Background: an optimization exercise with open tools, aiming at small area. Do not read the settings as production practice.
No functional check of the RTL was part of any run shown here.
The flow treats the clock pin as an ideal source, which a real chip does not have.
Power figures rest on the tool's default switching activity, not on a simulated workload.

`flow/config.mk`:
```
export PLATFORM = sky130hd
export DESIGN_NAME = main
export DESIGN_NICKNAME = main
export VERILOG_FILES = /design/flow/design.v
export SDC_FILE = /design/flow/constraint.sdc
export NUM_CORES = 4
export LEC_CHECK = 0
export ABC_AREA = 1
export CAP_MARGIN = 20
export CORE_MARGIN = 2
export CORE_UTILIZATION = 40
export CTS_BUF_LIST = sky130_fd_sc_hd__clkbuf_8
export SLEW_MARGIN = 20
```
`flow/constraint.sdc`:
```
create_clock -name core_clock -period 150.0 [get_ports {clk}]
set_input_delay 30.0000 -clock core_clock [delete_from_list [all_inputs] [get_ports {clk}]]
set_output_delay 30.0000 -clock core_clock [all_outputs]
set_load 0.01 [all_outputs]
```
`flow/design.v`:
```
`timescale 1ns / 1ps
module main
(clk, rst, JA,Left, Right,Up, Down,  sw,led, seg, an );
input clk,rst,Up,Down,Left,Right;
input [7:0] sw;
output [7:0] JA;
output [7:0] led;
output [6:0] seg;
output [3:0] an;
wire oneHz, tick;
wire [1:0] state;
wire combo_en;
wire [2:0] mtr;             
wire is_pm;                 
wire [3:0] nextArrow, a0, a1, a2, a3;
wire correctHit, incorrectHit;
wire [2:0] multiplier;
wire [4:0] s_th, c_th;
wire [3:0] s_h, s_t, s_u, c_h, c_t, c_u;
wire right_d1, right_d2;
clock firstclock (.clk(clk), .rst(rst), .state(state), .oneHz_CLK(oneHz), .display_CLK(tick),
    .mtr(mtr), .is_pm(is_pm));
stateGenerator Findstate (.clk(clk), .rst(rst), .pauseSwitch(sw[6]), .combo(sw[7]),
    .right_d1(right_d1), .right_d2(right_d2), .output_state(state), .display_combo_en(combo_en));
random Numberrandom (.clk(clk), .rst(rst), .metronome_clk(oneHz), .metronome_prev(mtr[2]),
    .sw(sw[7:1]), .state(state), .random_arrow(nextArrow));
arrow Calarrow (.clk(clk), .rst(rst), .state(state), .shift(is_pm), .next_arrow(nextArrow),
    .arrow0(a0), .arrow1(a1), .arrow2(a2), .arrow3(a3));
collision Calmatch (.clk(clk), .rst(rst), .state(state), .metronome_clk(oneHz), .is_pm(is_pm),
    .Up(Up), .Down(Down), .Left(Left), .Right(Right), .arrow(a3),
    .right_d1(right_d1), .right_d2(right_d2),
    .correctHit(correctHit), .incorrectHit(incorrectHit));
score Findscore (.clk(clk), .rst(rst), .state(state), .correctHit(correctHit),
    .incorrectHit(incorrectHit), .multiplier(multiplier),
    .s_th(s_th), .s_h(s_h), .s_t(s_t), .s_u(s_u),
    .c_th(c_th), .c_h(c_h), .c_t(c_t), .c_u(c_u));
display Display (.clk(clk), .rst(rst), .tick(tick), .metronome_clk(oneHz), .state(state),
    .combo_enable(combo_en), .a0(a0), .a1(a1), .a2(a2), .a3(a3),
    .s_th(s_th), .s_h(s_h), .s_t(s_t), .s_u(s_u),
    .c_th(c_th), .c_h(c_h), .c_t(c_t), .c_u(c_u), .seg(seg), .an(an));
music music (.clk(clk), .rst(rst), .speaker(JA[0]));
assign JA[7:1] = 7'b0000000;
assign led = {correctHit, incorrectHit, state, 1'b0, multiplier};
endmodule
`timescale 1ns / 1ps
module clock (clk, rst, state, oneHz_CLK, display_CLK, mtr, is_pm);
input clk, rst;
input [1:0] state;
output oneHz_CLK, display_CLK;
output reg [2:0] mtr;
output reg is_pm;
reg [2:0] ScreenDivid;
reg Screen_reg;
reg [7:0] DividOneHz;
function [7:0] inc8;
    input [7:0] x; input ci;
    integer j; reg c;
    begin
        c = ci;
        for (j = 0; j < 8; j = j + 1) begin
            inc8[j] = x[j] ^ c;
            c = c & x[j];
        end
    end
endfunction
wire clr = rst | (state == 2'd2);
wire [7:0] sd_n = inc8({5'd0, ScreenDivid}, 1'b1);
wire [7:0] dv_n = inc8(DividOneHz, Screen_reg);
always @(posedge clk) begin
    ScreenDivid <= clr ? 3'd0 : sd_n[2:0];
    Screen_reg <= ~clr & (ScreenDivid == 3'd7);
    DividOneHz <= clr ? 8'd0 : dv_n;
end
assign oneHz_CLK = |DividOneHz;
assign display_CLK = Screen_reg;
always @(posedge clk)
    if (rst) begin
        mtr <= 0; is_pm <= 0;
    end else begin
        mtr <= {oneHz_CLK, mtr[2:1]};
        is_pm <= ~mtr[0] & mtr[1];
    end
endmodule
module stateGenerator (clk, rst, pauseSwitch, combo, right_d1, right_d2, output_state, display_combo_en);
input clk, rst, pauseSwitch, combo, right_d1, right_d2;
output reg [1:0] output_state;
output reg display_combo_en;
reg [1:0] ShowComboReg;
wire Reset = right_d1 | right_d2;
always @(posedge clk)
    if (rst)
        ShowComboReg <= 2'b00;
    else if (combo)
        ShowComboReg <= 2'b11;
    else
        ShowComboReg <= {1'b0, ShowComboReg[1]};
always @(posedge clk)
    if (rst) begin
        output_state <= 2'd2;
        display_combo_en <= 0;
    end else begin
        output_state <= !pauseSwitch ? 2'd0 : Reset ? 2'd2 : 2'd1;
        display_combo_en <= pauseSwitch & ShowComboReg[0];
    end
endmodule
`timescale 1ns / 1ps
module random (clk, rst, metronome_clk, metronome_prev, sw, state, random_arrow);
input clk, rst, metronome_clk, metronome_prev;
input [1:0] state;
input [6:0] sw;
output [3:0] random_arrow;
reg [6:0] RandomR;
reg Re;
always @(posedge clk)
    if (rst)
        RandomR <= 7'd0;
    else if (state == 2'd2)
        RandomR <= sw;
    else if (metronome_clk & ~metronome_prev)
        RandomR <= {Re, RandomR[6:1]};
always @(posedge clk)
    if (rst)
        Re <= 0;
    else if (state != 2'd2 && metronome_clk & ~metronome_prev)
        Re <= ~(RandomR[6] ^ RandomR[5]);
localparam [63:0] HI_MOD = 64'ha2580369147a2580;    
localparam [127:0] MASK = 128'h3569ac124803569ac124803569ac1248;
wire [3:0] h = HI_MOD[RandomR[6:3] * 4 +: 4];
wire [2:0] l = RandomR[2:0];
wire c1 = l[0] & h[0];
wire c2 = (l[1] & h[1]) | (c1 & (l[1] ^ h[1]));
wire c3 = (l[2] & h[2]) | (c2 & (l[2] ^ h[2]));
wire [4:0] s = {h[3] & c3, h[3] ^ c3, l[2] ^ h[2] ^ c2, l[1] ^ h[1] ^ c1, l[0] ^ h[0]};
assign random_arrow = MASK[s * 4 +: 4];
endmodule
`timescale 1ns / 1ps
module score (clk, rst, state, correctHit, incorrectHit, multiplier,
    s_th, s_h, s_t, s_u, c_th, c_h, c_t, c_u);
input clk, rst, correctHit, incorrectHit;
input [1:0] state;
output [2:0] multiplier;               
output reg [4:0] s_th, c_th;
output reg [3:0] s_h, s_t, s_u, c_h, c_t, c_u;
reg [2:0] MMissed, HHit;
reg isMissed, isHit;
always @(posedge clk)
    if (rst) begin
        MMissed <= 0; isMissed <= 0; HHit <= 0; isHit <= 0;
    end else begin
        MMissed <= {incorrectHit, MMissed[2:1]};
        isMissed <= ~MMissed[0] & MMissed[1];
        HHit <= {correctHit, HHit[2:1]};
        isHit <= ~HHit[0] & HHit[1];
    end
reg [1:0] mult;                        
assign multiplier = {mult[1], mult[0], ~mult[1] & ~mult[0]};
function [4:0] dinc;
    input [3:0] d; input ci;
    reg co, c1, c2, c3;
    begin
        co = ci & d[3] & d[0];
        c1 = ci & d[0]; c2 = c1 & d[1]; c3 = c2 & d[2];
        dinc = {co, (d[3] ^ c3) & ~co, d[2] ^ c2, (d[1] ^ c1) & ~co, d[0] ^ ci};
    end
endfunction
function [4:0] uadd;
    input [3:0] u; input [1:0] sel;
    case ({u, sel})
        6'd0: uadd = 5'd0;
        6'd1: uadd = 5'd1;
        6'd2: uadd = 5'd2;
        6'd3: uadd = 5'd4;
        6'd4: uadd = 5'd1;
        6'd5: uadd = 5'd2;
        6'd6: uadd = 5'd3;
        6'd7: uadd = 5'd5;
        6'd8: uadd = 5'd2;
        6'd9: uadd = 5'd3;
        6'd10: uadd = 5'd4;
        6'd11: uadd = 5'd6;
        6'd12: uadd = 5'd3;
        6'd13: uadd = 5'd4;
        6'd14: uadd = 5'd5;
        6'd15: uadd = 5'd7;
        6'd16: uadd = 5'd4;
        6'd17: uadd = 5'd5;
        6'd18: uadd = 5'd6;
        6'd19: uadd = 5'd8;
        6'd20: uadd = 5'd5;
        6'd21: uadd = 5'd6;
        6'd22: uadd = 5'd7;
        6'd23: uadd = 5'd9;
        6'd24: uadd = 5'd6;
        6'd25: uadd = 5'd7;
        6'd26: uadd = 5'd8;
        6'd27: uadd = 5'd16;
        6'd28: uadd = 5'd7;
        6'd29: uadd = 5'd8;
        6'd30: uadd = 5'd9;
        6'd31: uadd = 5'd17;
        6'd32: uadd = 5'd8;
        6'd33: uadd = 5'd9;
        6'd34: uadd = 5'd16;
        6'd35: uadd = 5'd18;
        6'd36: uadd = 5'd9;
        6'd37: uadd = 5'd16;
        6'd38: uadd = 5'd17;
        6'd39: uadd = 5'd19;
        6'd40: uadd = 5'd10;
        6'd41: uadd = 5'd11;
        6'd42: uadd = 5'd12;
        6'd43: uadd = 5'd14;
        6'd44: uadd = 5'd11;
        6'd45: uadd = 5'd12;
        6'd46: uadd = 5'd13;
        6'd47: uadd = 5'd15;
        6'd48: uadd = 5'd12;
        6'd49: uadd = 5'd13;
        6'd50: uadd = 5'd14;
        6'd51: uadd = 5'd0;
        6'd52: uadd = 5'd13;
        6'd53: uadd = 5'd14;
        6'd54: uadd = 5'd15;
        6'd55: uadd = 5'd1;
        6'd56: uadd = 5'd14;
        6'd57: uadd = 5'd15;
        6'd58: uadd = 5'd0;
        6'd59: uadd = 5'd2;
        6'd60: uadd = 5'd15;
        6'd61: uadd = 5'd0;
        6'd62: uadd = 5'd1;
        6'd63: uadd = 5'd3;
    endcase
endfunction
function [16:0] dnext;
    input [4:0] th; input [3:0] h, t; input [4:0] ures;
    reg [4:0] rt, rh; reg [4:0] nth; reg c4, w;
    begin
        rt = dinc(t, ures[4]);
        rh = dinc(h, rt[4]);
        c4 = rh[4];
        nth = {th[4] ^ (c4 & th[3] & th[2] & th[1] & th[0]), th[3] ^ (c4 & th[2] & th[1] & th[0]),
               th[2] ^ (c4 & th[1] & th[0]), th[1] ^ (c4 & th[0]), th[0] ^ c4};
        w = th[4] & h[1] & h[0] & t[3] & ures[2];
        dnext = {nth[4] & ~w, nth[3:0], rh[3:2], rh[1:0] & ~{w, w}, rt[3] & ~w, rt[2:0],
                 ures[3], ures[2] & ~w, ures[1:0]};
    end
endfunction
wire clr = state == 2'd2;
wire hit = isHit & (state == 2'd0);
wire combo_big = (c_th != 0) | (c_h != 0) | (c_t != 0);
wire combo_ge3 = combo_big | (c_u >= 4'd3);
wire combo_ge6 = combo_big | (c_u >= 4'd6);
wire [1:0] m = (rst | isMissed | clr) ? 2'd0 : isHit ? {combo_ge6, ~combo_ge6 & combo_ge3} : mult;
wire [16:0] s_next = dnext(s_th, s_h, s_t, uadd(s_u, hit ? m + 2'd1 : 2'd0));
wire [16:0] c_next = dnext(c_th, c_h, c_t, dinc(c_u, hit));
always @(posedge clk) begin
    mult <= m;
    {s_th, s_h, s_t, s_u} <= clr ? 17'd0 : s_next;
    {c_th, c_h, c_t, c_u} <= clr ? 17'd0 : isMissed ? {16'd0, hit} : c_next;
end
endmodule
`timescale 1ns / 1ps
module arrow (clk, rst, state, shift, next_arrow, arrow0, arrow1, arrow2, arrow3);
input clk, rst, shift;
input [1:0] state;
input [3:0] next_arrow;
output reg [3:0] arrow0, arrow1, arrow2, arrow3;
always @(posedge clk)
    if (state == 2'd2) begin    
        arrow0 <= 0; arrow1 <= 0; arrow2 <= 0; arrow3 <= 0;
    end else if (state == 2'd0 && shift) begin
        arrow3 <= arrow2; arrow2 <= arrow1; arrow1 <= arrow0; arrow0 <= next_arrow;
    end
endmodule
`timescale 1ns / 1ps
module display (clk, rst, tick, metronome_clk, state, combo_enable, a0, a1, a2, a3,
    s_th, s_h, s_t, s_u, c_th, c_h, c_t, c_u, seg, an);
input clk, rst, tick, metronome_clk, combo_enable;
input [1:0] state;
input [3:0] a0, a1, a2, a3;
input [4:0] s_th, c_th;
input [3:0] s_h, s_t, s_u, c_h, c_t, c_u;
output reg [6:0] seg;
output [3:0] an;
reg [1:0] PosClockReg;
reg isPosClock;
always @(posedge clk)
    if (rst) begin
        PosClockReg <= 0; isPosClock <= 0;
    end else if (tick) begin
        PosClockReg <= {metronome_clk, PosClockReg[1]};
        isPosClock <= ~PosClockReg[0] & PosClockReg[1];
    end
reg [4:0] tmpx;
reg [3:0] tmpy, tmpz, tmpq;
reg ty_arrow;
reg [1:0] DisReg;
reg ticked;
wire [4:0] th = combo_enable ? c_th : s_th;
wire [3:0] h = combo_enable ? c_h : s_h;
wire [3:0] t = combo_enable ? c_t : s_t;
wire [3:0] u = combo_enable ? c_u : s_u;
wire load_p = tick & (state == 2'd1);
wire load_a = tick & (state == 2'd0) & isPosClock;
wire hold = ~(load_p | load_a);
wire [4:0] x_p = {th[4], th[3] | th[4], th[2:1], th[0] | th[4]};    
always @(posedge clk)
    if (rst) begin
        DisReg <= 0; ticked <= 0;
        tmpx <= 5'b10000; tmpy <= 4'b0000; tmpz <= 4'b0000; tmpq <= 4'b0000; ty_arrow <= 1'b1;
    end else begin
        tmpx <= ({5{load_p}} & x_p) | ({5{load_a}} & {1'b1, a0}) | ({5{hold}} & tmpx);
        tmpy <= ({4{load_p}} & h) | ({4{load_a}} & a1) | ({4{hold}} & tmpy);
        tmpz <= ({4{load_p}} & t) | ({4{load_a}} & a2) | ({4{hold}} & tmpz);
        tmpq <= ({4{load_p}} & u) | ({4{load_a}} & a3) | ({4{hold}} & tmpq);
        ty_arrow <= load_a | (hold & ty_arrow);
        if (tick) begin
            DisReg <= DisReg + 2'd1;
            ticked <= 1;
        end
    end
assign an = ticked ? ~(4'b1000 >> DisReg) : 4'b1111;
reg [4:0] num;
always @*
    case (DisReg)
        2'd0: num = tmpx;
        2'd1: num = {ty_arrow, tmpy};
        2'd2: num = {ty_arrow, tmpz};
        default: num = {ty_arrow, tmpq};
    endcase
always @*
    if (num[4])
        seg = {1'b1, ~num[1], ~num[1], ~num[2], ~num[0], ~num[0], ~num[3]};
    else
        case (num[3:0])
            4'd0: seg = 7'b1000000;
            4'd1: seg = 7'b1111001;
            4'd2: seg = 7'b0100100;
            4'd3: seg = 7'b0110000;
            4'd4: seg = 7'b0011001;
            4'd5: seg = 7'b0010010;
            4'd6: seg = 7'b0000010;
            4'd7: seg = 7'b1111000;
            4'd8: seg = 7'b0000000;
            4'd9: seg = 7'b0011000;
            4'd10: seg = 7'b1111110;    
            4'd11: seg = 7'b1110111;
            4'd12: seg = 7'b1001111;
            4'd13: seg = 7'b1111001;
            4'd14: seg = 7'b1110110;
            default: seg = 7'b1001110;
        endcase
endmodule
`timescale 1ns / 1ps
module collision (clk, rst, state, metronome_clk, is_pm, Up, Down, Left, Right, arrow,
    right_d1, right_d2, correctHit, incorrectHit);
input clk, rst, metronome_clk, is_pm, Up, Down, Left, Right;
input [1:0] state;
input [3:0] arrow;                    
output right_d1, right_d2;
output reg correctHit, incorrectHit;
reg [2:0] pu, pd, pl;
reg [2:1] pr;
reg pr0;
reg eu, ed, el, er;
always @(posedge clk) begin
    pu <= {Up, pu[2:1]}; pd <= {Down, pd[2:1]}; pl <= {Left, pl[2:1]};
    pr0 <= pr[1];
    eu <= ~pu[0] & pu[1]; ed <= ~pd[0] & pd[1];
    el <= ~pl[0] & pl[1]; er <= ~pr0 & pr[1];
end
always @(posedge clk)
    pr <= rst ? 2'b00 : {Right, pr[2]};
assign right_d1 = pr[2];
assign right_d2 = pr[1];
wire any = eu | ed | el | er;
wire many = (eu & ed & (el | er)) | (el & er & (eu | ed));
wire [3:0] keys = !many ? {eu, ed, el, er} : (el & er) ? 4'b0011 : {2'b10, el, er};
wire match = keys == arrow;
wire c = correctHit & ~is_pm;
wire i = incorrectHit & ~is_pm;
wire play = state == 2'd0;
wire judge = play & metronome_clk & ~c & ~i;
always @(posedge clk)
    if (rst) begin
        correctHit <= 0; incorrectHit <= 0;
    end else begin
        correctHit <= judge ? match : c;
        incorrectHit <= judge ? (many | (~match & (keys != 4'b0000)))
                      : (play & ~metronome_clk) ? (i | any | ~c) : i;
    end
endmodule
module music(
    input clk,
    input rst,
    output reg speaker
);
reg [9:0] prescale;
reg [11:0] tone;               
wire wrap = prescale == 10'h200;
wire prescale_fb = prescale[9] ^ prescale[6] ^ (prescale[8:0] == 9'd0);
function [11:0] inc12;
    input [11:0] x; input ci;
    integer j; reg c;
    begin
        c = ci;
        for (j = 0; j < 12; j = j + 1) begin
            inc12[j] = x[j] ^ c;
            c = c & x[j];
        end
    end
endfunction
always @(posedge clk) begin
    prescale <= rst ? 10'h001 : {prescale[8:0], prescale_fb};
    tone <= rst ? 12'd0 : inc12(tone, wrap);
end
wire [2:0] rom_code;
music_ROM get_fullnote(.address(tone[11:4]), .code(rom_code));
reg [2:0] note_code;           
always @(posedge clk)
    note_code <= rst ? 3'd0 : rom_code;
wire [9:0] note_reload;
wire [8:0] octave_reload;
divide_by12 get_divider(.code(note_code), .note_reload(note_reload), .octave_reload(octave_reload));
reg [9:0] counter_note;        
reg [8:0] counter_octave;      
wire note_zero = counter_note == 10'h02f;
wire octave_zero = counter_octave == 9'h1c4;
always @(posedge clk) begin
    counter_note <= rst ? 10'h02f : note_zero ? note_reload
                  : {counter_note[8:0], counter_note[9] ^ counter_note[6]};
    counter_octave <= rst ? 9'h1c4 : !note_zero ? counter_octave : octave_zero ? octave_reload
                    : {counter_octave[7:0], counter_octave[8] ^ counter_octave[4]};
    speaker <= rst ? 1'b0 : speaker ^ (note_zero & octave_zero & (note_code != 3'd0) & (tone[3:0] != 4'd0));
end
endmodule
module music_ROM(input [7:0] address, output reg [2:0] code);
always @*
case (address)
  8'd0: code = 3'd6;
  8'd1: code = 3'd6;
  8'd2: code = 3'd6;
  8'd3: code = 3'd6;
  8'd4: code = 3'd6;
  8'd5: code = 3'd6;
  8'd6: code = 3'd6;
  8'd7: code = 3'd6;
  8'd8: code = 3'd6;
  8'd9: code = 3'd6;
  8'd10: code = 3'd6;
  8'd11: code = 3'd6;
  8'd12: code = 3'd6;
  8'd13: code = 3'd6;
  8'd14: code = 3'd6;
  8'd15: code = 3'd6;
  8'd16: code = 3'd6;
  8'd17: code = 3'd6;
  8'd18: code = 3'd6;
  8'd19: code = 3'd6;
  8'd20: code = 3'd6;
  8'd21: code = 3'd6;
  8'd22: code = 3'd1;
  8'd23: code = 3'd1;
  8'd24: code = 3'd6;
  8'd25: code = 3'd6;
  8'd26: code = 3'd6;
  8'd27: code = 3'd6;
  8'd28: code = 3'd6;
  8'd29: code = 3'd6;
  8'd30: code = 3'd6;
  8'd31: code = 3'd6;
  8'd32: code = 3'd6;
  8'd33: code = 3'd6;
  8'd34: code = 3'd6;
  8'd35: code = 3'd6;
  8'd36: code = 3'd6;
  8'd37: code = 3'd6;
  8'd38: code = 3'd6;
  8'd39: code = 3'd6;
  8'd40: code = 3'd3;
  8'd41: code = 3'd3;
  8'd42: code = 3'd3;
  8'd43: code = 3'd3;
  8'd44: code = 3'd2;
  8'd45: code = 3'd2;
  8'd46: code = 3'd1;
  8'd47: code = 3'd1;
  8'd48: code = 3'd6;
  8'd49: code = 3'd6;
  8'd50: code = 3'd6;
  8'd51: code = 3'd6;
  8'd52: code = 3'd6;
  8'd53: code = 3'd6;
  8'd54: code = 3'd5;
  8'd55: code = 3'd5;
  8'd56: code = 3'd6;
  8'd57: code = 3'd6;
  8'd58: code = 3'd6;
  8'd59: code = 3'd6;
  8'd60: code = 3'd1;
  8'd61: code = 3'd1;
  8'd62: code = 3'd2;
  8'd63: code = 3'd2;
  8'd64: code = 3'd6;
  8'd65: code = 3'd6;
  8'd66: code = 3'd1;
  8'd67: code = 3'd1;
  8'd68: code = 3'd6;
  8'd69: code = 3'd6;
  8'd70: code = 3'd6;
  8'd71: code = 3'd6;
  8'd72: code = 3'd3;
  8'd73: code = 3'd3;
  8'd74: code = 3'd2;
  8'd75: code = 3'd2;
  8'd76: code = 3'd5;
  8'd77: code = 3'd5;
  8'd78: code = 3'd4;
  8'd79: code = 3'd4;
  8'd80: code = 3'd4;
  8'd81: code = 3'd4;
  8'd82: code = 3'd2;
  8'd83: code = 3'd2;
  8'd84: code = 3'd1;
  8'd85: code = 3'd1;
  8'd86: code = 3'd6;
  8'd87: code = 3'd6;
  8'd88: code = 3'd6;
  8'd89: code = 3'd6;
  8'd90: code = 3'd6;
  8'd91: code = 3'd6;
  8'd92: code = 3'd6;
  8'd93: code = 3'd6;
  8'd94: code = 3'd6;
  8'd95: code = 3'd6;
  8'd96: code = 3'd5;
  8'd97: code = 3'd5;
  8'd98: code = 3'd4;
  8'd100: code = 3'd4;
  8'd101: code = 3'd6;
  8'd102: code = 3'd6;
  default: code = 3'd0;
endcase
endmodule
module divide_by12(
    input [2:0] code,
    output reg [9:0] note_reload,
    output reg [8:0] octave_reload
);
always @*
    case (code)
        3'd1: begin note_reload = 10'h0d3; octave_reload = 9'h01d; end    
        3'd2: begin note_reload = 10'h063; octave_reload = 9'h01d; end    
        3'd3: begin note_reload = 10'h358; octave_reload = 9'h09d; end    
        3'd4: begin note_reload = 10'h0e9; octave_reload = 9'h09d; end    
        3'd5: begin note_reload = 10'h1e8; octave_reload = 9'h09d; end    
        3'd6: begin note_reload = 10'h052; octave_reload = 9'h09d; end    
        default: begin note_reload = 10'h0e2; octave_reload = 9'h02d; end  
    endcase
endmodule
```
`flow/flow/run.sh`:
```
#!/bin/bash
# Own flow: the standard synthesis, then the logic (not the flip-flops, which keep their
# names and cell types) mapped again with a stronger ABC area script (deep synthesis, then
# mapping with two rounds of don't-care resynthesis; eight random seeds, the smallest result
# kept), then the standard layout from floorplan to finish with these changes: the
# smallest buffer (buf_1) on each port, one tie cell for the constant outputs, no buffers kept
# from timing-driven global placement, leaf clock buffers downsized where the clock-pin slew
# allows (flow/post_cts.tcl), and the clock tree built from clkbuf_8 without dummy loads.
# Each tool's output goes to a log file in the work folder.
set -euo pipefail
W=$PWD
R=$W/orfs/results/$FLOW_PLATFORM/main/base
YOSYS=$FLOW_HOME/../tools/install/yosys/bin/yosys
LIB=$FLOW_HOME/platforms/sky130hd/lib/sky130_fd_sc_hd__tt_025C_1v80.lib

bash standard.sh synth > synth.log 2>&1
cp "$R/1_2_yosys.v" std.v
sed "s#@LIB@#$LIB#g" flow/remap1.ys > remap1.ys
"$YOSYS" -s remap1.ys > remap1.log 2>&1

for B in 0 4; do
    for S in $((B + 1)) $((B + 2)) $((B + 3)) $((B + 4)); do
        sed "s#@SEED@#$S#g" flow/remap.abc > remap_$S.abc
        sed "s#@LIB@#$LIB#g; s#@WORK@#$W#g; s#@SEED@#$S#g" flow/remap2.ys > remap2_$S.ys
        ( "$YOSYS" -s remap2_$S.ys > remap2_$S.log 2>&1 || true ) &
    done
    wait
done
best=""; best_area=""
for S in 1 2 3 4 5 6 7 8; do
    [[ -s new_$S.v && -s remap_$S.stat ]] || continue
    a=$(awk '/Chip area/ {print $NF}' remap_$S.stat)
    if [[ -z "$best" ]] || awk -v a="$a" -v b="$best_area" 'BEGIN {exit !(a < b)}'; then
        best=$S; best_area=$a
    fi
done
[[ -n "$best" ]]
echo "remap: seed $best, area $best_area" > remap_choice.log
cp new_$best.v "$R/1_2_yosys.v"
rm -f "$R/1_synth.odb" "$R/1_synth.sdc"
bash standard.sh finish "POST_CTS_TCL=$W/flow/post_cts.tcl" "SKIP_REPAIR_TIE_FANOUT=1" "GPL_KEEP_OVERFLOW=0" "BUFFER_PORTS_ARGS=-buffer_cell sky130_fd_sc_hd__buf_1" \
    "CTS_ARGS=-sink_clustering_enable -repair_clock_nets -buf_list sky130_fd_sc_hd__clkbuf_8 -dont_use_dummy_load" \
    > finish.log 2>&1
```
`flow/flow/post_cts.tcl`:
```
# Run at the end of ORFS's CTS step (POST_CTS_TCL): leaf clock buffers (those that drive
# flip-flop clock pins) are changed from clkbuf_8 to clkbuf_4 one at a time, keeping each
# change only while every flip-flop clock pin's slew stays at most 110 ps; if the hold slack
# then falls below 50 ps, all changes are undone.
proc my_worst_clk_slew {} {
  set worst 0
  foreach pin [get_pins -hierarchical */CLK] {
    set s [get_property $pin slew_max]
    if {$s > $worst} { set worst $s }
  }
  return $worst
}
proc my_is_leaf {inst} {
  foreach pin [get_pins -of_objects $inst -filter "direction == output"] {
    foreach load [get_pins -of_objects [get_nets -of_objects $pin] -filter "direction == input"] {
      if {[get_property $load lib_pin_name] == "CLK"} { return 1 }
    }
  }
  return 0
}
estimate_parasitics -placement
set my_changed {}
foreach inst [get_cells *] {
  if {[get_property $inst ref_name] != "sky130_fd_sc_hd__clkbuf_8"} { continue }
  if {![my_is_leaf $inst]} { continue }
  replace_cell $inst sky130_fd_sc_hd__clkbuf_4
  estimate_parasitics -placement
  if {[my_worst_clk_slew] > 0.110} {
    replace_cell $inst sky130_fd_sc_hd__clkbuf_8
    estimate_parasitics -placement
  } else {
    lappend my_changed $inst
  }
}
set my_hold [expr {[sta::worst_slack_cmd min] * 1e9}]
if {$my_hold < 0.05} {
  foreach inst $my_changed { replace_cell $inst sky130_fd_sc_hd__clkbuf_8 }
  estimate_parasitics -placement
  puts "post_cts: hold slack $my_hold, changes undone"
} else {
  puts "post_cts: [llength $my_changed] leaf clock buffers now clkbuf_4; worst clock pin slew [my_worst_clk_slew], hold slack $my_hold"
}
```
`flow/flow/remap.abc`:
```
strash
&get -n
&deepsyn -T 60 -S @SEED@
&put
&get -n
&dch -f
&nf -R 1000 -a
&put
mfs2
strash
&get -n
&dch -f
&nf -R 1000 -a
&put
mfs2
strash
&get -n
&dch -f
&nf -R 1000 -a
&put
```
`flow/flow/remap1.ys`:
```
# Flatten the standard synthesis netlist's logic cells into generic gates; flip-flops stay cells.
read_liberty -ignore_miss_func @LIB@
blackbox sky130_fd_sc_hd__df* sky130_fd_sc_hd__dl* sky130_fd_sc_hd__sdf* sky130_fd_sc_hd__edf*
read_verilog std.v
hierarchy -top main
flatten
opt_clean -purge
write_verilog -noattr generic.v
```
`flow/flow/remap2.ys`:
```
# Map the logic again with a stronger ABC area script; the flip-flops are untouched.
read_liberty -lib @LIB@
read_verilog generic.v
hierarchy -top main
opt_clean -purge
techmap
opt -fast
abc -script @WORK@/remap_@SEED@.abc -liberty @LIB@ -dont_use sky130_fd_sc_hd__probe_p_8 -dont_use sky130_fd_sc_hd__probec_p_8 -dont_use sky130_fd_sc_hd__lpflow_bleeder_1 -dont_use sky130_fd_sc_hd__lpflow_clkbufkapwr_1 -dont_use sky130_fd_sc_hd__lpflow_clkbufkapwr_16 -dont_use sky130_fd_sc_hd__lpflow_clkbufkapwr_2 -dont_use sky130_fd_sc_hd__lpflow_clkbufkapwr_4 -dont_use sky130_fd_sc_hd__lpflow_clkbufkapwr_8 -dont_use sky130_fd_sc_hd__lpflow_clkinvkapwr_1 -dont_use sky130_fd_sc_hd__lpflow_clkinvkapwr_16 -dont_use sky130_fd_sc_hd__lpflow_clkinvkapwr_2 -dont_use sky130_fd_sc_hd__lpflow_clkinvkapwr_4 -dont_use sky130_fd_sc_hd__lpflow_clkinvkapwr_8 -dont_use sky130_fd_sc_hd__lpflow_decapkapwr_12 -dont_use sky130_fd_sc_hd__lpflow_decapkapwr_3 -dont_use sky130_fd_sc_hd__lpflow_decapkapwr_4 -dont_use sky130_fd_sc_hd__lpflow_decapkapwr_6 -dont_use sky130_fd_sc_hd__lpflow_decapkapwr_8 -dont_use sky130_fd_sc_hd__lpflow_inputiso0n_1 -dont_use sky130_fd_sc_hd__lpflow_inputiso0p_1 -dont_use sky130_fd_sc_hd__lpflow_inputiso1n_1 -dont_use sky130_fd_sc_hd__lpflow_inputiso1p_1 -dont_use sky130_fd_sc_hd__lpflow_inputisolatch_1 -dont_use sky130_fd_sc_hd__lpflow_isobufsrc_1 -dont_use sky130_fd_sc_hd__lpflow_isobufsrc_16 -dont_use sky130_fd_sc_hd__lpflow_isobufsrc_2 -dont_use sky130_fd_sc_hd__lpflow_isobufsrc_4 -dont_use sky130_fd_sc_hd__lpflow_isobufsrc_8 -dont_use sky130_fd_sc_hd__lpflow_isobufsrckapwr_16 -dont_use sky130_fd_sc_hd__lpflow_lsbuf_lh_hl_isowell_tap_1 -dont_use sky130_fd_sc_hd__lpflow_lsbuf_lh_hl_isowell_tap_2 -dont_use sky130_fd_sc_hd__lpflow_lsbuf_lh_hl_isowell_tap_4 -dont_use sky130_fd_sc_hd__lpflow_lsbuf_lh_isowell_4 -dont_use sky130_fd_sc_hd__lpflow_lsbuf_lh_isowell_tap_1 -dont_use sky130_fd_sc_hd__lpflow_lsbuf_lh_isowell_tap_2 -dont_use sky130_fd_sc_hd__lpflow_lsbuf_lh_isowell_tap_4 
opt_clean -purge
hilomap -singleton -hicell sky130_fd_sc_hd__conb_1 HI -locell sky130_fd_sc_hd__conb_1 LO
insbuf -buf sky130_fd_sc_hd__buf_4 A X
splitnets
opt_clean -purge
tee -o remap_@SEED@.stat stat -liberty @LIB@
check -assert
write_verilog -noattr -nohex -nodec new_@SEED@.v
```
`flow/standard.sh`:
```
#!/bin/bash
# synth_recipe.tcl (not shown) runs the flow's synth.tcl, then flattens the netlist and writes it again
# the make line also repeats each setting of config.mk as NAME=value (left out here)
make -C /OpenROAD-flow-scripts/flow DESIGN_CONFIG=/design/flow/config.mk WORK_HOME=/design/flow/orfs CLKGATE_MAP_FILE= SYNTH_SCRIPT=/design/flow/synth_recipe.tcl "${@:-finish}"
```
==> results of run 1 <==
power by group through the flow:
stage                     clock network [mW]  logic, mW  registers, mW
after floorplan                            0    0.00512         0.0498
after global placement                     0    0.00649         0.0500
after detailed placement                   0    0.00659         0.0501
after global routing                  0.0271    0.00761         0.0492
final                                 0.0245    0.00662         0.0490
per-stage QoR:
step	cells	util [%]
2_1_floorplan	778	-
6_report	1027	43.3
3_3_place_gp	1007	41.7
3_5_place_dp	1010	41.9
5_1_grt	1027	43.3
layer usage:
metal  GRT usage, %  part of all wire [%]  up-vias
li1               -                     -     2817
met1           23.8                    50     2530
met2           25.3                    44      123
met3           3.78                   4.7       17
met4           5.56                   1.5        0
met5              0                     0        -
cell type report:
type,instances,area (um^2)
fillers,1725,9710
flip-flops and latches,176,3520
multi-input cells,562,3170
well taps,225,282
clock buffers,17,234
repair buffers,34,150
inverters,13,48.8
layout by cell type (no fill, tap or decap), drive strengths merged, types with 16 or more instances in the layout:
cell type and n:
and3 19, nor2b 42, a21oi 62, o21ai 52
a22o 16, clkbuf 17, nor2 87, nand2 84
nor3 40, xnor2 18, buf 34, a222oi 23
dfxtp 176
critical path: cells and delay by family:
kind	cells	cell delay (ns)
buffers and inverters	1	0.49
AOI/OAI and AO/OA	4	0.69
and+or+nand+nor	13	2.44
worst max path at each step:
stage,startpoint,end,slack (ns),cells after the start
2_1_floorplan,rst,Findscore.s_th[4],117.32,16
3_3_place_gp,rst,Findscore.s_th[4],114.36,17
3_5_place_dp,rst,Findscore.s_th[4],116.35,18
5_1_grt,rst,Findscore.s_th[4],116.21,18
6_report,rst,Findscore.s_th[4],116.71,18
==> flow_summary.toml, run 1 <==
[global_route]
grt_max_degree = 44
grt_pass1_wl_um = 24600
antenna_found_initial = 0
grt_overflow_total = 0
grt_pass1_vias = 4933
groute.usage.overall_pct = 16.8

[setup_path]
path_class = "input pin to flop"
arrival_ns = 33.65
worstPathCellList = "buf_2 > or3_1 > nor2_1 > nor4_1 > nor2_1 > o21ai_0 > nor3_1 > a21oi_1 > nand2_1 > nand3_1 > nand2_1 > nor2_1 > and3_1 > and3_1 > and3_1 > and2_0 > a21oi_1 > a311oi_1"
r2r.worst_path.cells = 18
worstSetupStartpointType = "input pin"
critPathMaxFanout = 33
crit_required_ns = 150.36
rr_startpoint = "Findstate.output_state[0]"
cp_slowest_stage_delay_ns = 0.49
r2r_slack_ns = 145.21
end_kind = "flop"
reg2reg_to = "Findscore.s_th[4]"
slowest_stage = "buf_2"

[floorplanning]
fp.coreArea_um2 = 17100
std_cell_rows = 48
initial_core_util_pct = 40.5
die_area_um2 = 18400
io_pins = 41
die_w_um = 136
fp.dieH_um = 136

[detailed_routing]
drt_pass1_iterations = 8
post_drt_via_cell_ratio = 5.34
drtIter0Drc = 548
wl_per_cell_um = 14.4
ant_nets = 0
drt-total-wl_um = 14800
route.vias.total = 5487
drc = 0

[timing]
fin_setup_tns_ns = 0
setup_slack_ns = 116.71
slew_violations = 0
hold_viol = 0
min_period_over_period_pct = 22.2
holdWs_ns = 0.333
fmax_mhz = 30.0
skew_ns = 0.0359
setup_viol = 0
maxSlewHeadroom_pct = 37.1
rsz0062_at_grt = "no"
min_period_ns = 33.29
tightest_slew_ns = 0.941

[hold_path]
hp-class = "flop to flop"
min_path_cells = 0
min_from = "Calmatch.pl[1]"
whs_endpoint = "Calmatch.pl[0]"

[cts]
clk_latency_ns = 0.47
path_clk_slew_ns = 0.11
cts.sinks = 176
cts_tree = "built"

[finish]
drive_gt1_share_pct = 2.87
top_regs = "music.tone x12, music.counter_note x10, music.prescale x10"
top_register = "music.tone"
design_area_um2 = 7410
diodes = 0
largest_reg_flops = 12
area_growth_pct = 6.84
fin_nets = 818

[place]
place_ws_ns = 116.35
dpl_cell_area_um2 = 7170
dp_hpwl_um = 10600
gp_congestion = 0.805
io_buffers = 31

[synth]
yosysWarnings = 10
synth_area_per_cell_um2 = 8.91
syn_area_um2 = 6930
netlist_instances = 778
syn_nets = 792

[power_and_ir_drop]
p_sw_mw = 0.0197
ir_drop_mv = 0.00618
p_per_area_nw_per_um2 = 10.8
leakage_nw = 2.79
power.internal_mw = 0.0604
power_mw = 0.0801
p_seq_share_pct = 61.1
switching_share_pct = 24.6
p_comb_share_pct = 8.3
p_clk_share_pct = 30.6

[run_status]
status = "timing/DRC/antenna clean"

[flow_run]
max-cap-violations = 0
==> inputs of run 2 (changes only) <==
--- a/flow/design.v
+++ b/flow/design.v
@@ -430,4 +430,4 @@
 always @(posedge clk) begin
-    counter_note <= rst ? 10'h02f : note_zero ? note_reload
-                  : {counter_note[8:0], counter_note[9] ^ counter_note[6]};
+    counter_note <= rst ? 10'h02f : ({10{note_zero}} & note_reload)
+                  | ({10{~note_zero}} & {counter_note[8:0], counter_note[9] ^ counter_note[6]});
     counter_octave <= rst ? 9'h1c4 : !note_zero ? counter_octave : octave_zero ? octave_reload
==> run 2 against run 1 <==
Wire length is 0.54% lower. Highest routed layer unchanged. Maximum frequency is 0.68% higher. Worst setup slack better by 0.22 ns. Still clean on timing, DRC and antenna. First-iteration DRC count is 44% lower. Global-route usage is 0.094 points lower. Critical endpoint is now seg[1].
==> flow_summary.toml, run 2 <==
[setup_path]
path_class = "flop to output port"
cp_slowest_stage_delay_ns = 0.56
arrival_ns = 3.07
slowest_stage = "dfxtp_1"
crit_required_ns = 120.00
rr_startpoint = "Findstate.output_state[0]"
worst-path-stages = 10
worstSetupStartpointType = "flop"
r2r.worst_path.cells = 12
path_delay_family = "simple AND/OR/NAND/NOR gates"
crit_buf_inv = 3
critPathMaxFanout = 12
startpoint = "Display.DisReg[0]"
worstPathCellList = "or2_0 > o22ai_1 > nor2_1 > nand2_1 > a21oi_1 > clkinv_1 > a21oi_1 > clkinv_1 > o21ai_0 > buf_1"
end_kind = "output port"

[finish]
area.sequential_um2 = 3520
nFillCells = 1753
layout_common_cells = "176 x dfxtp_1, 87 x nand2_1, 71 x nor2_1"
top_register = "music.tone"
design_area_um2 = 7400
fin_nets = 814
top_regs = "music.tone x12, music.counter_note x10, music.prescale x10"
diodes = 0
drive_gt1_share_pct = 2.88
multi_input_area_um2 = 3170
layout_commonest_cell = "dfxtp_1"
largest_reg_flops = 12
area_growth_pct = 6.64

[flow_run]
max-cap-violations = 0

[detailed_routing]
ant_nets = 0
drt-total-wl_um = 14700
wl_per_cell_um = 14.3
route.vias.total = 5442
post_drt_via_cell_ratio = 5.32
drc = 0
drt_pass1_iterations = 7
drtIter0Drc = 306

[timing]
tightest_slew_ns = 1.07
fin_setup_tns_ns = 0
min_period_ns = 33.07
fmax_mhz = 30.2
hold_viol = 0
slew_violations = 0
maxSlewHeadroom_pct = 28.1
min_period_over_period_pct = 22.0
rsz0062_at_grt = "no"
skew_ns = 0.0322
setup_viol = 0

[floorplanning]
die_area_um2 = 18400
die_w_um = 136
fp.coreArea_um2 = 17100
fp.dieH_um = 136
io_pins = 41
std_cell_rows = 48
initial_core_util_pct = 40.5

[power_and_ir_drop]
power_mw = 0.0776
p_comb_share_pct = 8.2
power.internal_mw = 0.0587
leakage_nw = 2.79
p_seq_share_pct = 63.0
p_clk_share_pct = 28.8
p_sw_mw = 0.0189
switching_share_pct = 24.4
ir_drop_mv = 0.00540
p_per_area_nw_per_um2 = 10.5

[cts]
clk_latency_ns = 0.45
cts_tree = "built"
path_clk_slew_ns = 0.09
cts.sinks = 176

[place]
io_buffers = 31
gp_congestion = 0.820
dpl_cell_area_um2 = 7200
dp_hpwl_um = 10500

[global_route]
grt_pass1_wl_um = 24300
grt_util_met2_pct = 25.7
globalRouteMet1Util_pct = 22.8
top_usage_layer = "met2"
grt_pass1_vias = 4955
antenna_found_initial = 0
met3_usage_pct = 4.19
groute.usage.overall_pct = 16.7
grt_max_degree = 30
grt_overflow_total = 0

[synth]
yosysWarnings = 10
syn_nets = 788
synth_area_per_cell_um2 = 8.97
netlist_instances = 774
syn_area_um2 = 6940

[hold_path]
min_path_cells = 0
min_from = "Calmatch.pl[2]"
hp-class = "flop to flop"

[run_status]
status = "timing/DRC/antenna clean"
-- run 2: cell types whose count changed in the layout (fill, tap and decap cells not counted), sizes merged, moves of 4 or more --
| cell | change |
|---|---|
| nor2 | -16 |
| o21a | +7 |
| o21ai | -6 |
| and3 | +5 |
| o31ai | -5 |
| xnor2 | -5 |
| a222oi | -4 |
| o21bai | +4 |
-- run 2: per-layer routing --
| layer | wire length [um] | share of wire, % |
|---|---|---|
| met5 | 0 | 0 |
| met4 | 255 | 1.7 |
| met3 | 604 | 4.1 |
| met2 | 6470 | 44 |
| met1 | 7340 | 50 |
-- run 2: area by class of cell --
class | instances | area share, %
sequential | 176 | 47.6
clock buffer | 17 | 2.65
multi-input combinational | 558 | 42.9
tap | 225 | 3.80
timing repair buffer | 34 | 2.38
inverter | 13 | 0.659
-- run 2: metrics by stage --
| stage | cells | utilization (%) | hold slack [ns] | worst slack (ns) |
|---|---|---|---|---|
| detailed placement | 1006 | 42.1 | 0.317 | 117.01 |
| global placement | 1003 | 41.7 | 0.311 | 115.00 |
| finish | 1023 | 43.2 | 0.334 | 116.93 |
| global route | 1023 | 43.2 | 0.341 | 116.48 |
| floorplan | 774 | - | 0.310 | 117.89 |
-- run 2: worst paths after layout --
| kind | slack, ns | to |
|---|---|---|
| max | 116.93 | seg[1] |
| min | 0.33 | Calmatch.pl[1] |
| max reg2reg | 145.90 | Findscore.s_th[4] |
| min reg2reg | 0.33 | Calmatch.pl[1] |
-- run 2: worst register-to-register path: stages, from the launching register on --
cell	delay, ns
dfxtp_1	0.45
nand2b_1	0.52
nand2b_1	0.34
nor3_1	0.57
nand3b_1	0.23
o21a_1	0.19
nor2b_1	0.35
and3_1	0.34
and3_1	0.30
and3_1	0.27
and3_1	0.23
xnor2_1	0.13
nor2_1	0.05
-- run 2: power groups by stage --
stage	combinational (mW)	sequential (mW)	clock (mW)
finish	0.00639	0.0489	0.0223
global route	0.00722	0.0491	0.0249
detailed placement	0.00640	0.0500	0
global placement	0.00621	0.0500	0
floorplan	0.00489	0.0497	0

-- static timing again, ports no longer ideal --
The results above use ideal ports. As a check the final layouts listed here were re-extracted and re-timed, cells and wires unchanged. Step 1 assumes that a clkbuf_16 drives the clock port and a buf_2 every other input. Step 2 times the ports against the registers' clock, not the clock port: input delays grow and output delays shrink by t, the midpoint of the rising clock arrivals with the driver on. Three values: ideal, step 1, step 2; two values: the first two.
run | t, ns | slack for setup (ns) | slew at the worst register clock pin (ns) | cell pins on the clock port's net
run 1 | 0.489 | 116.706 / 116.724 / 116.236 | 0.11 / 0.11 | 1
run 2 | 0.474 | 116.931 / 116.891 / 117.001 | 0.10 / 0.10 | 1
After both steps setup and hold are still met in every run listed. The setup slack of run 1, which loses most, moves by +0.018 ns with the drivers and by -0.470 ns with both steps.
